Source: an optimization exercise on an open RTL-to-GDS flow (aim: small area). Production flows keep margins and buffers that such runs may drop. Only simulation tests tie the RTL to the original design; equivalence was not proved.

## flow/design.v (module list and top-level ports; edited modules follow where they fit)
// module da_sel_n: 11 lines
// module pair_add: 15 lines
// module fa_cell: 10 lines
// module ha_cell: 9 lines
// module rx_beamformer: 2752 lines
module rx_beamformer (
    input         clk,
    input         rst,
    input         adc_valid,
    input  [11:0] adc_ch1,
    input  [11:0] adc_ch2,
    input  [11:0] adc_ch3,
    input  [11:0] adc_ch4,
    input  [11:0] adc_ch5,
    input  [11:0] adc_ch6,
    input  [11:0] adc_ch7,
    input  [11:0] adc_ch8,
    input  [7:0]  beam_no,
    input  [1:0]  decim_factor,
    input  [7:0]  focal_point,
    output [15:0] bf_data,
    output        bf_valid
);
  // ...
==> flow/run.sh <==
#!/bin/bash
# synth_recipe.tcl (not shown) runs the flow's synth.tcl, then flattens the netlist and writes it again
# the make line also repeats each setting of config.mk as NAME=value (left out here)
make -C /OpenROAD-flow-scripts/flow DESIGN_CONFIG=/design/flow/config.mk WORK_HOME=/design/flow/orfs CLKGATE_MAP_FILE= SYNTH_SCRIPT=/design/flow/synth_recipe.tcl finish
==> flow/config.mk <==
export PLATFORM = sky130hd
export DESIGN_NAME = rx_beamformer
export DESIGN_NICKNAME = rx_beamformer
export VERILOG_FILES = /design/flow/design.v
export SDC_FILE = /design/flow/constraint.sdc
export NUM_CORES = 4
export LEC_CHECK = 0
export CAP_MARGIN = 20
export CORE_MARGIN = 2
export CORE_UTILIZATION = 40
export PLACE_DENSITY = 0.6
export SLEW_MARGIN = 20
export SYNTH_HIERARCHICAL = 1
export SYNTH_MINIMUM_KEEP_SIZE = 0
==> flow/constraint.sdc <==
create_clock -name core_clock -period 10.0 [get_ports {clk}]
set_input_delay 2.0000 -clock core_clock [delete_from_list [all_inputs] [get_ports {clk}]]
set_output_delay 2.0000 -clock core_clock [all_outputs]
set_load 0.01 [all_outputs]
==> impl_metrics.py, run 1 <==
metrics = {
    "outcome": {
        "status": "timing/DRC/antenna clean",
    },
    "placement": {
        "place_inst": 4493,
        "io_buffers": 129,
        "placed_area_mm2": 0.0442,
    },
    "logic_synthesis": {
        "synth_area_per_cell_um2": 13.7,
        "ys_warn_count": 7,
        "syn_inst": 2895,
        "netlist_area_mm2": 0.0397,
        "synthArstFlopShare": 0.371,
        "synth_ff_type": "dfxtp_1",
        "seq_area_frac_synth": 0.306,
    },
    "timing": {
        "fin_skew_ns": 0.0617,
        "hold_slack_ns": 0.322,
        "rsz0062_at_grt": "no",
        "clock.fmax_mhz": 112,
    },
    "final_layout": {
        "clock_area_frac": 0.0429,
        "register_area_mm2": 0.0122,
    },
    "worst_setup_path": {
        "cp_slowest_cell": "fa_1",
        "cp_num_buf_inv": 3,
        "startpoint": "beam_no[4]",
        "crit_type": "input pin to register",
    },
    "floorplan": {
        "core-area_mm2": 0.0984,
        "die_h_um": 319,
        "io_pins": 134,
    },
    "grt": {
        "grt_use_met2": 0.447,
        "grt.overflow.total": 0,
    },
    "drt": {
        "route.vias.total": 32000,
        "detail-route-antenna-nets": 0,
    },
    "clocking": {
        "cts_resized": 0,
    },
    "hold_path": {
        "hold_depth": 0,
    },
}
==> run 2, diff against run 1 <==
--- a/flow/design.v
+++ b/flow/design.v
@@ -150,20 +150,18 @@
                 if (sw_v) deci_t <= ~deci_t;
             end else if (decim_factor == 2'b10) begin
                 if (sw_v) deci_cnt <= deci_cnt + 2'b01;
             end
         end
     end
     always @(posedge clk) deci_pr <= adc_pr;
     reg [51:0] ra, rb, rc;
-    always @(posedge clk or posedge rst) begin
-        if (rst) begin
-            ra <= 52'd0; rb <= 52'd0; rc <= 52'd0;
-        end else if (dp) begin
+    always @(posedge clk) begin
+        if (dp) begin
             ra <= deci_pr; rb <= ra; rc <= rb;
         end
     end
     reg        dpres, pbv;
     reg [1:0]  scnt;
     always @(posedge clk or posedge rst) begin
         if (rst) begin
             dpres <= 1'b0; pbv <= 1'b0; scnt <= 2'b00;
@@ -174,20 +172,23 @@
         end
     end
     reg  [3:0] ci;
     always @(posedge clk or posedge rst) begin
         if (rst)                            ci <= 4'hF;
         else if (focal_point[3:0] < 4'd10) ci <= focal_point[3:0];
     end
     wire [3:0] cix = ci;
-    wire [12:0] u1 = ra[ 0 +: 13], w1 = rc[ 0 +: 13];
-    wire [12:0] u2 = ra[13 +: 13], w2 = rc[13 +: 13];
-    wire [12:0] u3 = ra[26 +: 13], w3 = rc[26 +: 13];
-    wire [12:0] u4 = ra[39 +: 13], w4 = rc[39 +: 13];
+    wire       mu = (scnt != 2'b00), mw = (scnt == 2'b11);
+    wire [51:0] rau = ra & {52{mu}};
+    wire [51:0] rcw = rc & {52{mw}};
+    wire [12:0] u1 = rau[ 0 +: 13];
+    wire [12:0] u2 = rau[13 +: 13], w2 = rcw[13 +: 13];
+    wire [12:0] u3 = rau[26 +: 13], w3 = rcw[26 +: 13];
+    wire [12:0] u4 = rau[39 +: 13], w4 = rcw[39 +: 13];
     reg [15:0] c2;
     always @(*) begin
         case (cix)
             4'd0: c2 = 16'h7FE6;
             4'd1: c2 = 16'h7FE6;
             4'd2: c2 = 16'h7F1C;
             4'd3: c2 = 16'h7F9A;
             4'd4: c2 = 16'h7F9A;
==> run 2 against run 1 <==
- sequential cell count stayed put
- worst setup slack worse by 0.19 ns
- core utilization rose by 0.16 points
- synthesized cell count decreased by 2.5%
- global-route usage rose by 1.1 points
- highest routed layer unchanged
==> impl_metrics.py, run 2 <==
metrics = {
    "worst_setup_path": {
        "path_delay_family": "adder cells",
        "critPathMaxStageDelay_ns": 0.63,
        "cp_num_buf_inv": 1,
        "cp_num_cells": 20,
        "crit_type": "input pin to register",
        "cp-start-kind": "input pin",
        "critPathCaptureType": "register",
        "worstPathArrival_ns": 9.65,
        "path_cells": "clkdlybuf4s50_1 -> or4_4 -> a31oi_4 -> mux2i_1 -> mux2i_1 -> ha_1 -> fa_1 -> fa_1 -> fa_1 -> fa_1 -> fa_1 -> fa_1 -> fa_1 -> fa_1 -> fa_1 -> fa_1 -> fa_1 -> xor3_1 -> mux2_2 -> mux2_2",
        "ff2ff_path_depth": 18,
        "crit_fanout": 11,
        "rrSetupSlack_ns": 1.47,
        "critPathRequiredTime_ns": 10.52,
        "cp_slowest_cell": "or4_4",
        "worst_path_most_repeated_cell": "fa_1",
    },
    "final_layout": {
        "largest_register_ffs": 96,
        "register_area_mm2": 0.0128,
        "fin_area_mm2": 0.0456,
        "multiInputGateArea_mm2": 0.0259,
        "layout_common_cells": "fa_1 (640), a222oi_1 (555), dfxtp_1 (288)",
        "syn2layout_area_growth_pct": 16.5,
        "num-nets-final": 4052,
        "drive_gt1_frac": 0.141,
        "utilization": 0.471,
        "layout_commonest_cell": "fa_1",
        "nFillCells": 8775,
    },
    "timing": {
        "rsz0062_at_grt": "no",
        "fin_skew_ns": 0.0602,
        "setup_viol": 0,
        "worstMarginPinSlew_ns": 1.27,
        "finalCriticalPeriod_ns": 9.12,
        "maxSlewHeadroom": 0.151,
        "hold_viol": 0,
        "final.setup.tns_ns": 0,
        "fin_crit_sh": 0.912,
        "clock.fmax_mhz": 110,
        "drv_slew": 0,
    },
    "logic_synthesis": {
        "yosysTopAreaCell": "fa_1",
        "synthArstFlopShare": 0.127,
        "syn_inst": 2824,
        "ys_warn_count": 7,
        "seq_area_frac_synth": 0.328,
        "synth.distinct_cells": 60,
        "ys_top_cells_by_count": "fa_1 (640), a222oi_1 (555), dfxtp_1 (288)",
        "yosys-top-cells-area": "fa_1 (33%), dfxtp_1 (15%), a222oi_1 (14%)",
        "synth_ff_type": "dfxtp_1",
        "netlist_area_mm2": 0.0391,
        "synth.most_common_cell": "fa_1",
        "yosys.area.top_type_share": 0.328,
        "synth_edf_count": 178,
        "synth_area_per_cell_um2": 13.8,
        "ys_ff_latch": 534,
    },
    "clocking": {
        "cts_setup_buffers": 0,
        "clkLatencyLatePin_ns": 0.65,
        "cts_tree": "built",
        "ctsHoldBuffers": 0,
        "cts_resized": 0,
        "numCtsBuffers": 54,
        "cts_max_level": 2,
        "cts_sinks": 534,
        "root_buffer": "clkbuf_16",
        "max-clock-path-buffers": 3,
        "clk_pin_slew_worst_paths_ns": 0.07,
    },
    "floorplan": {
        "rows": 114,
        "die_h_um": 317,
        "io_pins": 134,
        "core-area_mm2": 0.0969,
        "die_w_um": 317,
        "dieArea_mm2": 0.100,
        "start_util": 0.404,
    },
    "grt": {
        "track_usage": 0.317,
        "grt_pass1_vias": 31700,
        "grt.overflow.total": 0,
        "grt_max_degree": 78,
        "grt_pass1_wl_um": 227000,
        "antenna_found_initial": 7,
    },
    "drt": {
        "post-route-drc-count": 0,
        "first_pass_iters": 22,
        "wirelength_um": 160000,
        "drtIter0Drc": 8238,
        "route.vias.total": 31500,
        "wl_per_cell_um": 35.3,
        "detail-route-antenna-nets": 0,
        "drt-vias-per-instance": 6.92,
    },
    "outcome": {
        "status": "timing/DRC/antenna clean",
    },
    "placement": {
        "io_buffers": 129,
        "gp_congestion": 1.12,
        "dpl.hpwl_um": 121000,
        "placed_area_mm2": 0.0436,
    },
    "hold_path": {
        "hold_class": "register to register",
        "hold_depth": 0,
    },
    "job": {
        "maxCapViolCount": 0,
    },
}
## run 2: cell count changes after synthesis, moves of 14 or more
cell,before,now
dfrtp_1,191,61
clkbuf_1,61,45
o21ai_0,66,37
nor2b_1,92,18
mux2_4,0,14
mux2_2,122,94
mux4_2,96,0
and3_1,4,77
and2_1,50,5
a21oi_1,103,82
nand2_1,101,123
edfxtp_1,48,178
mux2i_1,68,195
nor2_1,87,61
## run 2: per-layer routing
metal / up-vias / track usage / part of all wire
met5: - / 0 / 0.00036
met4: 8 / 0.231 / 0.096
met3: 727 / 0.116 / 0.14
met2: 2831 / 0.458 / 0.41
met1: 15600 / 0.390 / 0.35
li1: 12300 / - / -
## run 2: cell type report
type	count	share of cell area
clock buffer	75	0.0353
antenna	3	0.000165
timing repair buffer	338	0.0633
multi-input combinational	2186	0.569
sequential	534	0.281
inverter	109	0.00901
clock inverter	27	0.00722
tap	1276	0.0350
## run 2: per-module statistics from Yosys, one instance, submodules excluded
module / cells inside / flops+latches / copies in the design / cell area, µm²
da_sel_n: 1 / 0 / 553 / 10.0
fa_cell: 1 / 0 / 640 / 20.0
ha_cell: 1 / 0 / 20 / 12.5
pair_add: 1 / 0 / 4 / 23.8
rx_beamformer: 1607 / 534 / 1 / 20400
## run 2: metrics by stage
step,hold WS (ns),setup slack [ns],instances
floorplan,0.310,1.36,2909
global placement,0.310,0.231,4442
detailed placement,0.312,0.187,4442
CTS,0.323,0.852,4544
finish,0.319,0.876,4548
global route,0.323,0.616,4545
## run 2: path summary, 6_finish.rpt
kind	startpoint	end
min in group asynchronous	rst	pbv
setup reg to reg	ci[1]	yc
max in group asynchronous	rst	dp
hold reg to reg	adc_pr[37]	deci_pr[37]
setup / recovery	beam_no[2]	out_pr[12]
hold / removal	adc_pr[37]	deci_pr[37]
## run 2: logic make-up after synthesis
| group | Yosys count | synth area share |
|---|---|---|
| AOI/OAI and AO/OA | 750 | 0.173 |
| xor gates and xnor gates | 12 | 0.00422 |
| adders and majority gates | 712 | 0.351 |
| buffers and inverters | 189 | 0.0223 |
| DFF | 534 | 0.328 |
| muxes | 303 | 0.0823 |
| other | 1 | 0.0000959 |
| and+or+nand+nor | 323 | 0.0395 |
## run 2: worst register-to-register path, stage by stage (launching register included)
cell      delay [ns]
dfstp_2         0.73
ha_1            0.59
inv_1           0.21
ha_1            0.26
nor3_1          0.57
nor2_1          0.34
buf_4           0.30
a222oi_1        0.36
fa_1            0.51
fa_1            0.59
fa_1            0.45
fa_1            0.53
fa_1            0.54
fa_1            0.52
fa_1            0.55
fa_1            0.55
ha_1            0.32
o2111a_1        0.12
a221o_1         0.31

## what the ideal ports hide
The results above use ideal ports. As a check the final layouts listed here were re-extracted and re-timed, cells and wires unchanged.
Step 1, drivers: a clkbuf_16 drives clk and a buf_2 each remaining input, both assumed.
Step 2 moves the port delays by t, midway between the first and last clock arrival at a register: inputs arrive t later, outputs are due t later. That takes back most of the time a late clock gives input paths.
Slacks: no drivers / after step 1 / after step 2; pairs: no drivers / after step 1.
| run | t, ns | setup slack, ns | clock arrival spread, ns | pins driven straight from the clock port |
|---|---|---|---|---|
| run 1 | 0.728 | 1.065 / 1.117 / 0.389 | 0.063 / 0.063 | 1 |
| run 2 | 0.686 | 0.876 / 0.924 / 0.237 | 0.062 / 0.061 | 1 |
After both steps every run listed still meets setup and hold. The setup slack of run 1, which loses most, moves by +0.052 ns with the drivers and by -0.676 ns with both steps.
